This design comes from an exercise in tuning for small area and a short achievable clock period on the open sky130 flow, not from production work. Only simulation tests tie the RTL to the original design; equivalence was not proved. Power figures rest on the tool's default switching activity, not on a simulated workload.

<file path="design/flow/design.v">
module instruction_decoder (
    input [31:0] instruction,
    output [3:0] opcode,
    output [3:0] reg1,
    output [3:0] reg2,
    output [3:0] destReg,
    output [15:0] immediate
);
    assign opcode = instruction[31:28];
    assign reg1 = instruction[27:24];
    assign reg2 = instruction[23:20];
    assign destReg = instruction[19:16];
    assign immediate = instruction[15:0];
endmodule
module reg_file (
    input clk,
    input rst,  
    input [15:0] read_sel1,
    input [15:0] read_sel2,
    input [3:0] write_reg,
    input [15:0] write_data,
    input write_enable,
    output reg [15:0] read_data1,
    output reg [15:0] read_data2
);
    reg [15:0] regs [0:15];
    wire [15:0] wd = rst ? 16'b0 : write_data;
    genvar g;
    generate
        for (g = 0; g < 16; g = g + 1) begin : r
            always @(posedge clk) begin
                if (rst || (write_enable && write_reg == g))
                    regs[g] <= wd;
            end
        end
    endgenerate
    integer i;
    always @(*) begin
        read_data1 = 16'b0;
        read_data2 = 16'b0;
        for (i = 0; i < 16; i = i + 1) begin
            read_data1 = read_data1 | (regs[i] & {16{read_sel1[i]}});
            read_data2 = read_data2 | (regs[i] & {16{read_sel2[i]}});
        end
    end
endmodule
module alu (
    input [15:0] operand1,
    input [15:0] operand2,
    input big,
    input carry_in,
    input is_arith,  
    input is_addc,
    input is_subc,
    input is_subi,
    input is_and,
    input is_or,
    input is_xor,
    input is_shr,  
    input is_sra,
    input is_shl,
    input is_none,  
    output [15:0] x,
    output [15:0] cm,
    output carry_out,
    output zero
);
    wire cin = (is_addc & carry_in) | (is_subc & ~carry_in) | is_subi;
    wire [15:0] p = operand1 ^ operand2;
    wire [15:0] g = operand1 & operand2;
    wire [15:0] k = operand1 | operand2;
    wire [15:0] gk [0:4];
    wire [15:0] pk [0:4];
    assign gk[0] = g;
    assign pk[0] = p;
    genvar i, l;
    generate
        for (l = 0; l < 4; l = l + 1) begin : lvl
            for (i = 0; i < 16; i = i + 1) begin : b
                if (i >= (1 << l)) begin : pg
                    assign gk[l+1][i] = gk[l][i] | (pk[l][i] & gk[l][i - (1 << l)]);
                    assign pk[l+1][i] = pk[l][i] & pk[l][i - (1 << l)];
                end else begin : pass
                    assign gk[l+1][i] = gk[l][i];
                    assign pk[l+1][i] = pk[l][i];
                end
            end
        end
    endgenerate
    wire [15:0] c = gk[4] | (pk[4] & {16{cin}});
    wire c16 = c[15];
    assign carry_out = (is_addc & c16) | (is_subc & ~c16);
    function [15:0] rev;
        input [15:0] v;
        integer j;
        begin
            for (j = 0; j < 16; j = j + 1)
                rev[j] = v[15 - j];
        end
    endfunction
    wire fill = is_sra & operand1[15];
    wire [15:0] s0 = is_shl ? rev(operand1) : operand1;
    wire [15:0] s1 = operand2[0] ? {fill, s0[15:1]} : s0;
    wire [15:0] s2 = operand2[1] ? {{2{fill}}, s1[15:2]} : s1;
    wire [15:0] s3 = operand2[2] ? {{4{fill}}, s2[15:4]} : s2;
    wire [15:0] s4 = operand2[3] ? {{8{fill}}, s3[15:8]} : s3;
    wire shr_small = is_shr & ~big;
    wire shl_small = is_shl & ~big;
    wire shr_fill = is_shr & big & fill;
    wire [15:0] r_na = ({16{is_and}} & g) |
                       ({16{is_or}} & k) |
                       ({16{is_xor}} & p) |
                       ({16{shr_small}} & s4) |
                       ({16{shl_small}} & rev(s4)) |
                       {16{shr_fill}};
    assign x = r_na | ({16{is_arith}} & p);
    assign cm = {16{is_arith}} & {c[14:0], cin};
    wire sum_zero = &(p ~^ {k[14:0], cin});
    wire arith_zero = sum_zero & ~(is_addc & k[15]) & ~(is_subc & ~k[15]);
    wire [15:0] keep;
    generate
        for (i = 0; i < 16; i = i + 1) begin : kp
            assign keep[i] = (operand2[3:0] <= i);
        end
    endgenerate
    wire shift_zero = big ? ~fill : ~(|(s0 & keep));
    assign zero = (is_arith & arith_zero) |
                  (is_and & ~(|g)) |
                  (is_or & ~(|k)) |
                  (is_xor & ~(|p)) |
                  ((is_shr | is_shl) & shift_zero) |
                  is_none;
endmodule
module final_top (
    input clk,
    input rst,  
    input [31:0] instruction,
    input [15:0] data_in,  
    output [15:0] data_out,  
    output [15:0] addr,  
    output we,  
    output [15:0] out_reg,  
    output zero,
    output carry
);
    wire [3:0] opcode, reg1, reg2, destReg;
    wire [15:0] immediate, reg_data1, reg_data2, alu_x, alu_cm;
    wire carry_d2, zero_d2;
    reg [3:0] opcode_d1, destReg_d1;
    reg [15:0] imm_d1;
    reg [15:0] sel1_d1, sel2_d1;
    reg fwd1_d1, fwd2_d1, use_imm_d1, inv_d1;
    reg [15:0] op1_d2, op2_d2, addr_d2;
    reg big_d2;  
    reg arith_d2, addc_d2, subc_d2, subi_d2, and_d2, or_d2, xor_d2;
    reg shr_d2, sra_d2, shl_d2, some_d2, load_d2, store_d2, rf_we_d2;  
    reg [3:0] destReg_d2;
    reg [15:0] x_d3, cm_d3;
    reg load_d3, rf_we_d3, carry_d3, zero_d3;
    reg [3:0] destReg_d3;
    wire [15:0] wdata_d3 = x_d3 ^ (cm_d3 & {16{~load_d3}});
    instruction_decoder id (
        .instruction (instruction),
        .opcode (opcode),
        .reg1 (reg1),
        .reg2 (reg2),
        .destReg (destReg),
        .immediate (immediate)
    );
    wire use_imm = (opcode == 4'b1011) || (opcode == 4'b1100) || (opcode == 4'b1101) ||
                   (opcode == 4'b1110) || (opcode == 4'b1111);
    wire fwd1 = rf_we_d2 && (reg1 == destReg_d2);
    wire fwd2 = rf_we_d2 && (reg2 == destReg_d2);
    wire [15:0] sel1, sel2;
    genvar k;
    generate
        for (k = 0; k < 16; k = k + 1) begin : dec
            assign sel1[k] = (reg1 == k) && !fwd1;
            assign sel2[k] = (reg2 == k) && !fwd2;
        end
    endgenerate
    reg_file rf (
        .clk(clk),
        .rst(rst),
        .read_sel1(sel1_d1),
        .read_sel2(sel2_d1),
        .write_reg(destReg_d3),
        .write_data(wdata_d3),
        .write_enable(rf_we_d3),
        .read_data1(reg_data1),
        .read_data2(reg_data2)
    );
    wire [15:0] a_d1 = reg_data1 | (wdata_d3 & {16{fwd1_d1}});
    wire [15:0] b_d1 = reg_data2 | (wdata_d3 & {16{fwd2_d1}}) | (imm_d1 & {16{use_imm_d1}});
    alu alu_unit (
        .operand1(op1_d2),
        .operand2(op2_d2),
        .big(big_d2),
        .carry_in(carry_d3),
        .is_arith(arith_d2),
        .is_addc(addc_d2),
        .is_subc(subc_d2),
        .is_subi(subi_d2),
        .is_and(and_d2),
        .is_or(or_d2),
        .is_xor(xor_d2),
        .is_shr(shr_d2),
        .is_sra(sra_d2),
        .is_shl(shl_d2),
        .is_none(~some_d2),
        .x(alu_x),
        .cm(alu_cm),
        .carry_out(carry_d2),
        .zero(zero_d2)
    );
    always @(posedge clk or posedge rst) begin
        if (rst) begin
            opcode_d1 <= 4'b0;
            imm_d1 <= 16'b0;
            addr_d2 <= 16'b0;
            arith_d2 <= 1'b0;
            addc_d2 <= 1'b0;
            subc_d2 <= 1'b0;
            subi_d2 <= 1'b0;
            and_d2 <= 1'b0;
            or_d2 <= 1'b0;
            xor_d2 <= 1'b0;
            shr_d2 <= 1'b0;
            sra_d2 <= 1'b0;
            shl_d2 <= 1'b0;
            some_d2 <= 1'b0;
            load_d2 <= 1'b0;
            store_d2 <= 1'b0;
            rf_we_d2 <= 1'b0;
            x_d3 <= 16'b0;
            cm_d3 <= 16'b0;
            load_d3 <= 1'b0;
            rf_we_d3 <= 1'b0;
            carry_d3 <= 1'b0;
            zero_d3 <= 1'b0;
        end else begin
            opcode_d1 <= opcode;
            imm_d1 <= immediate;
            addr_d2 <= imm_d1;
            arith_d2 <= (opcode_d1 == 4'b0011) || (opcode_d1 == 4'b0100) ||
                        (opcode_d1 == 4'b1011) || (opcode_d1 == 4'b1100);
            addc_d2 <= (opcode_d1 == 4'b0011);
            subc_d2 <= (opcode_d1 == 4'b0100);
            subi_d2 <= (opcode_d1 == 4'b1100);
            and_d2 <= (opcode_d1 == 4'b0101) || (opcode_d1 == 4'b1101);
            or_d2 <= (opcode_d1 == 4'b0110) || (opcode_d1 == 4'b1110);
            xor_d2 <= (opcode_d1 == 4'b0111) || (opcode_d1 == 4'b1111);
            shr_d2 <= (opcode_d1 == 4'b1001) || (opcode_d1 == 4'b1010);
            sra_d2 <= (opcode_d1 == 4'b1010);
            shl_d2 <= (opcode_d1 == 4'b1000);
            some_d2 <= (opcode_d1 != 4'b0000) && (opcode_d1 != 4'b0001) && (opcode_d1 != 4'b0010);
            load_d2 <= (opcode_d1 == 4'b0010);
            store_d2 <= (opcode_d1 == 4'b0001);
            rf_we_d2 <= (opcode_d1 != 4'b0000) && (opcode_d1 != 4'b0001);
            x_d3 <= alu_x | (data_in & {16{load_d2}});  
            cm_d3 <= alu_cm | (data_in & {16{load_d2}});
            load_d3 <= load_d2;
            rf_we_d3 <= rf_we_d2;
            carry_d3 <= carry_d2;
            zero_d3 <= zero_d2;
        end
    end
    always @(posedge clk) begin
        destReg_d1 <= destReg;
        sel1_d1 <= sel1;
        sel2_d1 <= use_imm ? 16'b0 : sel2;
        fwd1_d1 <= fwd1;
        fwd2_d1 <= fwd2 && !use_imm;
        use_imm_d1 <= use_imm;
        inv_d1 <= (opcode == 4'b0100) || (opcode == 4'b1100);
        destReg_d2 <= destReg_d1;
        destReg_d3 <= destReg_d2;
        op1_d2 <= a_d1;
        op2_d2 <= b_d1 ^ {16{inv_d1}};
        big_d2 <= |b_d1[15:4];
    end
    assign addr = addr_d2;
    assign we = store_d2;
    assign data_out = op1_d2 & {16{store_d2}};
    assign out_reg = x_d3 ^ cm_d3;
    assign carry = carry_d3;
    assign zero = zero_d3;
endmodule
</file>
<file path="design/flow/run.sh">
#!/bin/bash
# synth_recipe.tcl (not shown) runs the flow's synth.tcl, then flattens the netlist and writes it again
# the make line also repeats each setting of config.mk as NAME=value (left out here)
make -C /OpenROAD-flow-scripts/flow DESIGN_CONFIG=/design/flow/config.mk WORK_HOME=/design/flow/orfs CLKGATE_MAP_FILE= SYNTH_SCRIPT=/design/flow/synth_recipe.tcl finish
</file>
<file path="design/flow/config.mk">
export PLATFORM = sky130hd
export DESIGN_NAME = final_top
export DESIGN_NICKNAME = final_top
export VERILOG_FILES = /design/flow/design.v
export SDC_FILE = /design/flow/constraint.sdc
export NUM_CORES = 4
export LEC_CHECK = 0
export CAP_MARGIN = 20
export CORE_MARGIN = 2
export CORE_UTILIZATION = 60
export CTS_CLUSTER_DIAMETER = 90
export CTS_CLUSTER_SIZE = 24
export SETUP_SLACK_MARGIN = 2.1
export SLEW_MARGIN = 20
</file>
<file path="design/flow/constraint.sdc">
create_clock -name core_clock -period 4.5 [get_ports {clk}]
set_input_delay 0.9000 -clock core_clock [delete_from_list [all_inputs] [get_ports {clk}]]
set_output_delay 0.9000 -clock core_clock [all_outputs]
set_load 0.01 [all_outputs]
</file>
==> flow_summary.ini, run 1 <==
[outcome]
status = timing/DRC/antenna clean

[logic_synthesis]
ys.flop_type = edfxtp_1
yosys_warnings = 4
syn_nets = 1652
synthTopCellsByCount = edfxtp_1 (256), a22oi_1 (231), clkbuf_1 (102)
yosysSeqAreaShare = 0.602
yosysTopAreaCell = edfxtp_1
synth_cells = 1569
yosysTopAreaCellShare = 0.404
synth.top_cells.by_area = edfxtp_1 (40%), dfrtp_1 (11%), a22oi_1 (9.1%)
synth-edff-count = 256
synth.avg_cell_area_sq_um = 12.1
synth_cell_type_count = 70
synthArstFlopShare = 0.203
synth-seq-cells = 423
netlist_area_sq_um = 19000
yosysMostFrequentCell = edfxtp_1

[placed_design]
place_congestion = 0.996
dp.final_hpwl_microns = 45200
placed_area_sq_um = 20500
port_buffers = 100

[timing]
rsz0062_at_grt = yes
min_period_ns = 2.52
setup_viol = 0
hold_viol = 0
fin_skew_ns = 0.0477
hold_slack_ns = 0.337
tightest_slew_ns = 1.31
fmax_mhz = 397
max-slew-margin-rel = 0.127
finalCritPeriodShare = 0.559
tns_ns = 0
final_max_slew_viol_count = 0

[clocking]
cts-root-buf = clkbuf_16
cts_buffers = 22
clk_latency_ns = 0.59
holdBufCountCts = 0
clkTransAtPathRegs_ns = 0.09
numClockSinks = 423
ctsHtreeMaxLevel = 1
clockBufferDepth = 3
cts_tree = yes

[power]
ir_drop_v = 0.000430
cellLeakagePower_nw = 8.22
power_density_nw_per_um2 = 460

[final_layout]
nets = 1733
final_design_area_no_fill_sq_um = 21900
multi_input_area_sq_um = 7340
seqCellArea_sq_um = 11500
drive_above_1_share = 0.148
diodes = 0
syn_to_final_growth_pct = 15.0
n_fill_cell = 2291

[floorplanning]
row_count = 65
die_area_sq_um = 33200
die_w_microns = 182
top_level_ports = 101
coreArea_sq_um = 31400
die_h_microns = 182
initial_core_util = 0.607

[flow_run]
maxCapViolations = 0

[worst_hold_path]
hold_class = register to register
hold_depth = 0

[global_route]
grt_pass1_wl_microns = 99300
antenna_found_initial = 2
grt_overflow = 0
first_global_vias = 15010
grt_max_degree = 43
grt_usage = 0.416

[worst_setup_path]
start_kind = register
ff2ff_path_depth = 8
criticalPathCategory = register to primary output
endpoint_kind = primary output
crit_required_ns = 3.60
worstPathMaxFanout = 6
cp.arrival_ns = 1.62

[routing]
viasPerCell = 7.38
routed_wl_microns = 69300
dr_total_vias = 15272
firstDrtPassIters = 10
wire_per_inst_microns = 33.5
drc_errors = 0
first_iter_violations = 2859
ant_nets = 0
-- layer usage --
layer,part of all wire,track usage
met4,0.085,0.274
met3,0.13,0.113
met2,0.45,0.644
met5,0,0
met1,0.33,0.519
-- cells in the final DEF, fill, tap and decap left out, types with 30 or more instances in the layout --
master	count
clkdlybuf4s50_1	63
a21oi_1	34
xnor2_1	30
a22oi_1	230
edfxtp_1	256
nand4_1	61
nor2_1	70
o21ai_0	42
xor2_1	38
buf_4	60
nand3_1	35
inv_1	42
dfxtp_1	56
dfrtp_1	76
nand2_1	85
-- layout make-up --
class / count / area share
sequential: 423 / 0.527
multi-input combinational: 983 / 0.335
timing repair buffer: 173 / 0.0752
clock buffer: 35 / 0.0274
tap: 402 / 0.0230
inverter: 47 / 0.00903
clock inverter: 5 / 0.00331
-- where the power goes --
part           internal [mW]  switching [mW]  leakage [nW]  total (mW)
combinational           1.01            1.59          3.51        2.60
sequential              4.77           0.508          4.39        5.28
clock                  0.950            1.24         0.318        2.18
total                   6.74            3.33          8.22        10.1
-- cell families (layout without fill, tap and decap cells) --
family | after synthesis | after routing | synth area share
AO/OA/AOI/OAI | 467 | 467 | 0.180
buffers and inverters | 163 | 260 | 0.0342
adder cells (fa/ha/maj) | 33 | 33 | 0.0221
multiplexers | 39 | 39 | 0.0292
flip-flops | 423 | 423 | 0.602
XOR/XNOR | 72 | 72 | 0.0331
AND/OR/NAND/NOR | 372 | 372 | 0.0996
-- timing repair --
| action | CTS | global route |
|---|---|---|
| setup buffers | 23 | 10 |
| pin swaps | 2 | 6 |
| endpoints found under the setup margin | 187 | 42 |
| gates cloned | 1 | 0 |
| gates resized for setup | 164 | 58 |
-- critical path, cell delays in order (launching register included) --
cell and delay, ns:
dfrtp_2 0.43, buf_6 0.12, buf_12 0.13, buf_6 0.11, and2_4 0.15, buf_6 0.11
-- flip-flops by register name, indices dropped and copies added, names as in the netlist, 16 cells and up --
register,count
addr_d2,16
cm_d3,16
imm_d1,16
op1_d2,16
op2_d2,16
rf.regs,256
sel1_d1,16
sel2_d1,16
x_d3,16
-- metrics by stage --
step	std cells	setup WS (ns)	utilization	power, mW
after floorplan	1569	2.04	-	6.54
after global placement	1990	1.49	0.652	7.59
after detailed placement	1993	1.42	0.653	7.61
after CTS	2057	1.95	0.686	9.82
after global routing	2068	1.95	0.698	10.4
final	2068	1.98	0.698	10.1
-- path summary, 6_finish.rpt --
kind | start | end | slack [ns]
worst max-delay path | store_d2 | data_out[0] | 1.98
worst min register to register | destReg_d1[2] | destReg_d2[2] | 0.34
min in group asynchronous | rst | addr_d2[1] | 0.99
max in group asynchronous | rst | x_d3[4] | 2.51
worst min-delay path | destReg_d1[2] | destReg_d2[2] | 0.34
worst max register to register | op1_d2[9] | cm_d3[14] | 2.10
==> run 2, diff against run 1 <==
--- a/design/flow/config.mk
+++ b/design/flow/config.mk
@@ -10,5 +10,5 @@
 export CORE_UTILIZATION = 60
 export CTS_CLUSTER_DIAMETER = 90
 export CTS_CLUSTER_SIZE = 24
-export SETUP_SLACK_MARGIN = 2.1
+export SETUP_SLACK_MARGIN = 2.5
 export SLEW_MARGIN = 20
==> run 2 against run 1 <==
Against the previous run:
- largest cell class unchanged
- synthesized area stayed put
- setup slack better by 0.0077 ns
- sequential power is 0.8% higher
- final cell count is 3.6% higher
- global-route usage is 3.8 points higher
- register-to-register slack worse by 0.11 ns
- clock power is 3% higher
- first-iteration DRC count is 19% higher
==> flow_summary.ini, run 2 <==
[clocking]
numClockSinks = 423
clockBufferDepth = 3
ctsHtreeMaxLevel = 1
clkTransAtPathRegs_ns = 0.09
cts-root-buf = clkbuf_16
clk_latency_ns = 0.59
holdBufCountCts = 0
cts_buffers = 22
cts_tree = yes

[floorplanning]
die_w_microns = 182
coreArea_sq_um = 31400
die_area_sq_um = 33200
top_level_ports = 101
row_count = 65
initial_core_util = 0.607
die_h_microns = 182

[final_layout]
syn_to_final_growth_pct = 22.6
layout_commonest_cell = edfxtp_1
regMostFlops = rf.regs
instances_no_fill = 2142
n_fill_cell = 2030
drive_above_1_share = 0.266
largest_reg_flops = 256
nets = 1807
diodes = 0
final_design_area_no_fill_sq_um = 23400
layout_common_cells = edfxtp_1 (256), a22oi_1 (230), buf_4 (106)

[timing]
hold_viol = 0
max-slew-margin-rel = 0.119
finalCritPeriodShare = 0.558
final_max_slew_viol_count = 0
fin_skew_ns = 0.0451
fmax_mhz = 398
setup_viol = 0
tns_ns = 0
min_period_ns = 2.51
tightest_slew_ns = 1.32
final.setup.worst_slack_ns = 1.99
rsz0062_at_grt = yes

[logic_synthesis]
synth.avg_cell_area_sq_um = 12.1
yosysTopAreaCellShare = 0.404
synthArstFlopShare = 0.203
ys.flop_type = edfxtp_1
yosysMostFrequentCell = edfxtp_1
synth_cells = 1569
yosysSeqAreaShare = 0.602
synth-edff-count = 256
synth_cell_type_count = 70
yosysTopAreaCell = edfxtp_1
synth-seq-cells = 423
yosys_warnings = 4
synthTopCellsByCount = edfxtp_1 (256), a22oi_1 (231), clkbuf_1 (102)
syn_nets = 1652
synth.top_cells.by_area = edfxtp_1 (40%), dfrtp_1 (11%), a22oi_1 (9.1%)
netlist_area_sq_um = 19000

[routing]
viasPerCell = 7.60
firstDrtPassIters = 9
dr_total_vias = 16288
routed_wl_microns = 76300
drc_errors = 0
first_iter_violations = 3396
ant_nets = 0
wire_per_inst_microns = 35.6

[global_route]
grt_overflow = 0
grt_pass1_wl_microns = 108000
antenna_found_initial = 1
grt_max_degree = 37
grt_usage = 0.454
first_global_vias = 15809

[placed_design]
placed_area_sq_um = 20500
place_congestion = 1.02
post-place-ws_ns = 1.58
dp.final_hpwl_microns = 46400
port_buffers = 100
placed_cells = 1980

[outcome]
status = timing/DRC/antenna clean

[power]
power_density_nw_per_um2 = 464
finalPower_mw = 10.8
cellLeakagePower_nw = 8.85
ir_drop_v = 0.000475

[worst_setup_path]
endpoint_kind = register
worstPathMaxFanout = 6
cp.arrival_ns = 2.96
crit_required_ns = 4.95
criticalPathCategory = register to register
start_kind = register

[flow_run]
maxCapViolations = 0

[worst_hold_path]
hold_class = register to register
==> run 2: cell counts after synthesis <==
Identical to the previous run, type by type.
==> run 2: power by group <==
group	total, mW	internal, mW	switching, mW	leakage (nW)
clock network	2.25	0.993	1.26	0.329
logic	3.27	1.36	1.91	4.13
registers	5.32	4.77	0.550	4.39
==> run 2: critical path, cell delays in order, from the launching register on <==
cell and delay, ns:
dfxtp_4 0.44, buf_4 0.21, buf_4 0.21, nand2_1 0.14
o21ai_0 0.23, o21ai_0 0.30, a2111oi_1 0.50, nand3_1 0.12
o31ai_1 0.25
==> run 2: area by class of cell <==
| type | count | area, sq um | share of cell area |
|---|---|---|---|
| flip-flops and latches | 423 | 11600 | 0.495 |
| multi-input cells | 983 | 8060 | 0.345 |
| repair buffers | 246 | 2290 | 0.0979 |
| clock buffers | 37 | 629 | 0.0269 |
| well taps | 402 | 503 | 0.0215 |
| inverters | 47 | 239 | 0.0102 |
| clock inverters | 3 | 62.6 | 0.00268 |
| repair inverters | 1 | 8.76 | 0.000375 |
==> run 2: worst paths after layout <==
path | startpoint | endpoint | slack (ns) | cells after the start
worst max register to register | op2_d2[0] | zero_d3 | 1.99 | 8
worst max-delay path | op2_d2[0] | zero_d3 | 1.99 | 8
max in group asynchronous | rst | load_d3 | 3.10 | 3
worst min-delay path | destReg_d1[0] | destReg_d2[0] | 0.33 | 0
min in group asynchronous | rst | imm_d1[8] | 0.49 | 2
worst min register to register | destReg_d1[0] | destReg_d2[0] | 0.33 | 0
==> run 2: metrics by stage <==
stage | utilization | hold WS (ns)
2_1_floorplan | - | 0.310
3_3_place_gp | 0.651 | 0.310
3_5_place_dp | 0.652 | 0.312
4_1_cts | 0.724 | 0.335
5_1_grt | 0.744 | 0.351
6_report | 0.744 | 0.334
==> run 2: kinds of logic (layout without fill, tap and decap cells) <==
group / count (synthesis) / count (layout) / synth area share
AND/OR/NAND/NOR: 372 / 372 / 0.0996
XOR/XNOR: 72 / 72 / 0.0331
AO/OA/AOI/OAI: 467 / 467 / 0.180
multiplexers: 39 / 39 / 0.0292
adder cells (fa/ha/maj): 33 / 33 / 0.0221
buffers and inverters: 163 / 334 / 0.0342
flip-flops: 423 / 423 / 0.602
==> run 2: metal layers <==
metal  vias to the layer above  global-route usage  routed length, microns
li1                       6382                   -                       -
met1                      7600               0.560                   24700
met2                      1777               0.682                   32700
met3                       529               0.152                   11700
met4                         0               0.311                    7260
met5                         -                   0                       0
==> run 2: timing repair <==
action	4_1_cts	5_1_grt
pin swaps	68	43
buffers inserted	91	25
cloned	5	1
setup endpoints to repair	618	303
gates resized for setup	445	83
==> run 3, diff against run 2 <==
--- a/design/flow/config.mk
+++ b/design/flow/config.mk
@@ -10,5 +10,5 @@
 export CORE_UTILIZATION = 60
 export CTS_CLUSTER_DIAMETER = 90
 export CTS_CLUSTER_SIZE = 24
-export SETUP_SLACK_MARGIN = 2.5
+export SETUP_SLACK_MARGIN = 2.3
 export SLEW_MARGIN = 20
==> run 3 against run 2 <==
Against the previous run:
- still clean on timing, DRC and antenna
- core utilization decreased by 2.1 points
- hold slack about the same
- sequential share of layout area increased by 1.4 points
- count of clock-buffer cells in the layout unchanged
- first-iteration DRC count decreased by 6.7%
- clock power about the same
- fmax increased by 6.5%
- sequential power about the same
- non-clock buffer count decreased by 27
- register-to-register slack improved by 0.22 ns
- setup slack improved by 0.15 ns
- total power decreased by 1.6%
- critical endpoint is now out_reg[13]
- largest power group unchanged
==> flow_summary.ini, run 3 <==
[outcome]
status = timing/DRC/antenna clean

[timing]
rsz0062_at_grt = yes
tns_ns = 0
hold_slack_ns = 0.334
setup_viol = 0
min_period_ns = 2.36
fmax_mhz = 424
max-slew-margin-rel = 0.137
finalCritPeriodShare = 0.524
fin_skew_ns = 0.0143
hold_viol = 0
tightest_slew_ns = 1.29
final_max_slew_viol_count = 0

[placed_design]
placed_area_sq_um = 20500
dp.final_hpwl_microns = 45900
port_buffers = 100
place_congestion = 1.03

[clocking]
holdBufCountCts = 0
numClockSinks = 423
clk_latency_ns = 0.56
cts-root-buf = clkbuf_16
clockBufferDepth = 3
cts_tree = yes
cts_buffers = 22
clkTransAtPathRegs_ns = 0.09
ctsHtreeMaxLevel = 1

[worst_setup_path]
cp.arrival_ns = 1.46
endpoint_kind = primary output
ff2ff_path_depth = 6
crit_required_ns = 3.60
worstPathMaxFanout = 2
start_kind = register
criticalPathCategory = register to primary output

[final_layout]
diodes = 0
largest_reg_flops = 256
final_design_area_no_fill_sq_um = 22700
syn_to_final_growth_pct = 19.1
drive_above_1_share = 0.218
layout_commonest_cell = edfxtp_1
regMostFlops = rf.regs
multi_input_area_sq_um = 7750
n_fill_cell = 2090
nets = 1779
seqCellArea_sq_um = 11600
layout_common_cells = edfxtp_1 (256), a22oi_1 (230), buf_4 (95)

[global_route]
grt_max_degree = 52
first_global_vias = 15452
grt_pass1_wl_microns = 104000
grt_overflow = 0
grt_usage = 0.437
antenna_found_initial = 4

[floorplanning]
die_area_sq_um = 33200
row_count = 65
die_w_microns = 182
top_level_ports = 101
coreArea_sq_um = 31400
initial_core_util = 0.607
die_h_microns = 182

[routing]
first_iter_violations = 3170
viasPerCell = 7.50
wl_met1_microns = 23900
drc_errors = 0
firstDrtPassIters = 10
highest_layer = met5
dr_total_vias = 15860
wire_per_inst_microns = 34.6
routed_wl_microns = 73200
route.met3.wl_microns = 11300
ant_nets = 0
dr_wl_met2_microns = 31900

[logic_synthesis]
synth_cell_type_count = 70
yosysMostFrequentCell = edfxtp_1
synth.top_cells.by_area = edfxtp_1 (40%), dfrtp_1 (11%), a22oi_1 (9.1%)
synth.avg_cell_area_sq_um = 12.1
yosysSeqAreaShare = 0.602
synthArstFlopShare = 0.203
synthTopCellsByCount = edfxtp_1 (256), a22oi_1 (231), clkbuf_1 (102)
ys.flop_type = edfxtp_1
synth_cells = 1569
synth-edff-count = 256
yosys_warnings = 4
synth-seq-cells = 423
netlist_area_sq_um = 19000
syn_nets = 1652
yosysTopAreaCell = edfxtp_1
yosysTopAreaCellShare = 0.404

[power]
power_density_nw_per_um2 = 470
finalPower_mw = 10.7
ir_drop_v = 0.000433
cellLeakagePower_nw = 8.56

[flow_run]
maxCapViolations = 0

[worst_hold_path]
hold_depth = 0
hold_class = register to register
==> run 3: cell counts after synthesis <==
Identical to the previous run, type by type.
==> run 3: power breakdown <==
group          internal (mW)  switching, mW
Sequential              4.78          0.518
Combinational           1.31           1.83
Clock                  0.994           1.25
Total                   7.08           3.59
==> run 3: final cells by class <==
cell class / count / share of cell area
Sequential cell: 423 / 0.510
Multi-Input combinational cell: 983 / 0.342
Timing Repair Buffer: 219 / 0.0872
Clock buffer: 37 / 0.0281
Tap cell: 402 / 0.0222
Inverter: 47 / 0.00932
Clock inverter: 3 / 0.00182
==> run 3: final timing paths <==
| path | startpoint | end | slack, ns |
|---|---|---|---|
| setup / recovery | x_d3[13] | out_reg[13] | 2.14 |
| setup reg to reg | shl_d2 | x_d3[10] | 2.21 |
| max in group asynchronous | rst | x_d3[6] | 2.83 |
| hold / removal | destReg_d1[3] | destReg_d2[3] | 0.33 |
| min in group asynchronous | rst | imm_d1[9] | 0.73 |
| hold reg to reg | destReg_d1[3] | destReg_d2[3] | 0.33 |
==> run 3: logic make-up (layout without fill, tap and decap cells) <==
logic type / Yosys count / in the layout / share of synthesized area
DFF: 423 / 423 / 0.602
AOI/OAI and AO/OA: 467 / 467 / 0.180
muxes: 39 / 39 / 0.0292
and+or+nand+nor: 372 / 372 / 0.0996
adders and majority gates: 33 / 33 / 0.0221
buffers and inverters: 163 / 306 / 0.0342
xor gates and xnor gates: 72 / 72 / 0.0331
==> run 3: per-stage QoR <==
stage               cells  worst slack (ns)   util
floorplan            1569              2.16      -
global placement     1993              1.64  0.653
detailed placement   1994              1.56  0.654
CTS                  2080              2.16  0.701
global route         2114              2.14  0.723
finish               2114              2.14  0.723
==> run 3: critical path, cell delays in order (launching register included) <==
cell and delay (ns):
dfrtp_1 0.44, xor2_2 0.28, buf_2 0.18
==> run 3: what timing repair did <==
action / CTS / global route
gates cloned: 2 / 0
gates resized for setup: 314 / 86
setup buffers: 44 / 34
pin swaps: 39 / 35
setup endpoints to repair: 462 / 131
==> run 3: routing by layer <==
metal	track usage	up-vias
met5	0	-
met3	0.157	489
met2	0.666	1676
met4	0.268	6
li1	-	6325
met1	0.536	7364
==> run 4, diff against run 3 <==
--- a/design/flow/design.v
+++ b/design/flow/design.v
@@ -24,13 +24,14 @@
     output reg [15:0] read_data2
 );
     reg [15:0] regs [0:15];
-    wire [15:0] wd = rst ? 16'b0 : write_data;
     genvar g;
     generate
         for (g = 0; g < 16; g = g + 1) begin : r
-            always @(posedge clk) begin
-                if (rst || (write_enable && write_reg == g))
-                    regs[g] <= wd;
+            always @(posedge clk or posedge rst) begin
+                if (rst)
+                    regs[g] <= 16'b0;
+                else if (write_enable && write_reg == g)
+                    regs[g] <= write_data;
             end
         end
     endgenerate
==> run 4 against run 3 <==
Against the previous run:
- still clean
- clock skew is 0.029 ns higher
- count of clock-buffer cells in the layout is 1 lower
- first-iteration DRC count is 5.1% higher
- global-route usage is 1.1 points higher
- clock power hardly changed
- total power is 26% higher
- core utilization is 0.17 points lower
- fmax is 0.76% lower
- sequential share of layout area is 8.2 points lower
- flip-flop and latch count stayed put
- critical path type is now register to register
==> flow_summary.ini, run 4 <==
[worst_setup_path]
crit_path_end = zero_d3
crit_slowest_cell = dfxtp_2
path_buf_inv = 1
crit_required_ns = 4.96
regToRegSetupSlack_ns = 2.13
path_common_cell = nand4_1
ff2ff_path_depth = 7
r2r_start = op1_d2[10]
cp.arrival_ns = 2.84
worstPathMaxFanout = 8
cp-startpoint = op1_d2[10]
crit_chain = inv_1 > ha_1 > xor2_1 > nand4_1 > nor3_4 > nand4_1 > o311ai_1
critPathTopFamily = simple AND/OR/NAND/NOR gates
endpoint_kind = register
r2r-end = zero_d3
criticalPathCategory = register to register
max_stage_delay_ns = 0.54
cp_num_cells = 7
start_kind = register

[routing]
first_iter_violations = 3333
viasPerCell = 7.07
drc_errors = 0
wire_per_inst_microns = 29.4
dr_total_vias = 19327
routed_wl_microns = 80500
ant_nets = 0
firstDrtPassIters = 8

[logic_synthesis]
synth.top_cells.by_area = dfrtp_1 (42%), a22oi_1 (8.9%), dfxtp_1 (8.0%)
synthTopCellsByCount = dfrtp_1 (342), nor2_1 (266), a22oi_1 (239)
yosysMostFrequentCell = dfrtp_1
synth_cells = 2156
yosysTopAreaCellShare = 0.424
synth.avg_cell_area_sq_um = 9.36
yosysTopAreaCell = dfrtp_1
yosysSeqAreaShare = 0.504
synth-edff-count = 0
syn_nets = 2239
synth-seq-cells = 423
synthArstFlopShare = 0.809
netlist_area_sq_um = 20200
yosys_warnings = 4
synth_cell_type_count = 64
ys.flop_type = dfrtp_1

[global_route]
grt_overflow = 0
grt_pass1_wl_microns = 117000
antenna_found_initial = 3
grtUsageMet3 = 0.137
use_met1 = 0.559
grt_busiest_layer = met2
grt_max_degree = 114
grt_usage = 0.448
first_global_vias = 18566
use_met2 = 0.679

[clocking]
clkTransAtPathRegs_ns = 0.11
cts_buffers = 22
cts_tree = yes
holdBufCountCts = 0
clockBufferDepth = 3
ctsHtreeMaxLevel = 1
clk_latency_ns = 0.59
cts-root-buf = clkbuf_16
numClockSinks = 423

[final_layout]
layout_commonest_cell = dfrtp_1
nets = 2353
final_design_area_no_fill_sq_um = 24100
instances_no_fill = 2735
largest_reg_flops = 256
utilization = 0.721
syn_to_final_growth_pct = 19.2
regMostFlops = rf.regs
drive_above_1_share = 0.184
layout_common_cells = dfrtp_1 (329), nor2_1 (250), a22oi_1 (238)

[timing]
hold_viol = 0
fmax_mhz = 421
tightest_slew_ns = 1.25
finalCritPeriodShare = 0.528
setup_viol = 0
final_max_slew_viol_count = 0
final.setup.worst_slack_ns = 2.13
hold_slack_ns = 0.332
min_period_ns = 2.37
fin_skew_ns = 0.0435
tns_ns = 0
rsz0062_at_grt = yes
max-slew-margin-rel = 0.165

[power]
ir_drop_v = 0.000445
power_density_nw_per_um2 = 560
cellLeakagePower_nw = 9.94
finalPower_mw = 13.5

[placed_design]
place_congestion = 0.958
placed_area_sq_um = 21600
port_buffers = 100
placed_cells = 2584
dp.final_hpwl_microns = 49400
post-place-ws_ns = 1.29

[flow_run]
maxCapViolations = 0

[floorplanning]
die_h_microns = 187
top_level_ports = 101
coreArea_sq_um = 33400
initial_core_util = 0.605
die_w_microns = 187
row_count = 67
die_area_sq_um = 35100

[worst_hold_path]
hold_class = register to register

[outcome]
status = timing/DRC/antenna clean
-- run 4: changes by cell type after synthesis, moves of 12 or more --
cell | previous run | this run
nand2_1 | 85 | 181
and2_1 | 29 | 17
clkbuf_1 | 102 | 164
a211o_1 | 19 | 3
nand3_1 | 35 | 18
dfrtp_1 | 86 | 342
edfxtp_1 | 256 | 0
nand2b_1 | 23 | 11
nor2_1 | 71 | 266
a21oi_1 | 34 | 199
o21ai_0 | 52 | 144
-- run 4: cell families (layout without fill, tap and decap cells) --
| kind of cell | count (synthesis) | after routing | share of synthesized area |
|---|---|---|---|
| other cells | 0 | 1 | 0 |
| mux | 38 | 38 | 0.0260 |
| xor+xnor | 69 | 69 | 0.0318 |
| simple gates | 647 | 647 | 0.143 |
| flops | 423 | 423 | 0.504 |
| buf+inv | 231 | 361 | 0.0446 |
| compound gates | 714 | 714 | 0.228 |
| fa+ha+maj | 34 | 34 | 0.0213 |
-- run 4: repair_timing --
item                       CTS  global route
gates cloned                 1             2
resized for setup          290           108
setup endpoints to repair   97            79
setup buffers               61            46
pin swaps                   26            29
-- run 4: routing by layer --
metal	vias to the layer above	part of all wire
li1	8020	-
met1	9096	0.34
met2	1658	0.43
met3	551	0.14
met4	2	0.091
met5	-	0.00070
-- run 4: cell type report --
class,instances,area (sq um)
Sequential cell,423,10300
Multi-Input combinational cell,1502,9820
Fill cell,2535,9310
Timing Repair Buffer,273,2490
Clock buffer,36,613
Tap cell,448,561
Inverter,48,219
Clock inverter,4,63.8
Antenna cell,1,2.50
-- run 4: power by group --
group          switching (mW)  leakage, nW  total, mW  internal (mW)
Clock                    1.29        0.321       2.26          0.970
Combinational            3.04         4.80       5.23           2.19
Sequential               1.12         4.83       5.99           4.87
-- run 4: worst min-delay path by stage --
stage                        from             to  slack, ns  cells past startpoint
floorplan           destReg_d1[0]  destReg_d2[0]       0.31                      0
global placement    destReg_d1[0]  destReg_d2[0]       0.31                      0
detailed placement  destReg_d1[0]  destReg_d2[0]       0.31                      0
CTS                 destReg_d1[0]  destReg_d2[0]       0.33                      0
global route        destReg_d1[0]  destReg_d2[0]       0.34                      0
finish              destReg_d1[0]  destReg_d2[0]       0.33                      0

-- re-timing with driven ports --
The results above use ideal ports. As a check the final layouts listed here were re-extracted and re-timed, cells and wires unchanged.
Step 1 (the two cells are an assumption about what drives the block):
set clk [get_ports {clk}]
set_driving_cell -lib_cell sky130_fd_sc_hd__clkbuf_16 $clk
set_driving_cell -lib_cell sky130_fd_sc_hd__buf_2 [delete_from_list [all_inputs] $clk]
Step 2, shift: input delay + t, output delay - t, t = (earliest + latest rising clock arrival at the registers) / 2. This alone moves slack from input paths to output paths.
Slacks: ideal ports / drivers / drivers and shift; pairs: ideal ports / drivers.
| run | shift t [ns] | slack for setup (ns) | latest minus earliest clock arrival (ns) |
|---|---|---|---|
| run 1 | 0.614 | 1.983 / 1.932 / 1.595 | 0.048 / 0.048 |
| run 2 | 0.623 | 1.990 / 1.990 / 1.990 | 0.045 / 0.045 |
| run 3 | 0.606 | 2.144 / 2.090 / 1.808 | 0.015 / 0.014 |
| run 4 | 0.620 | 2.126 / 2.109 / 1.869 | 0.044 / 0.044 |
After both steps setup and hold are still met in every run listed. The setup slack of run 1, which loses most, moves by -0.051 ns with the drivers and by -0.388 ns with both steps.
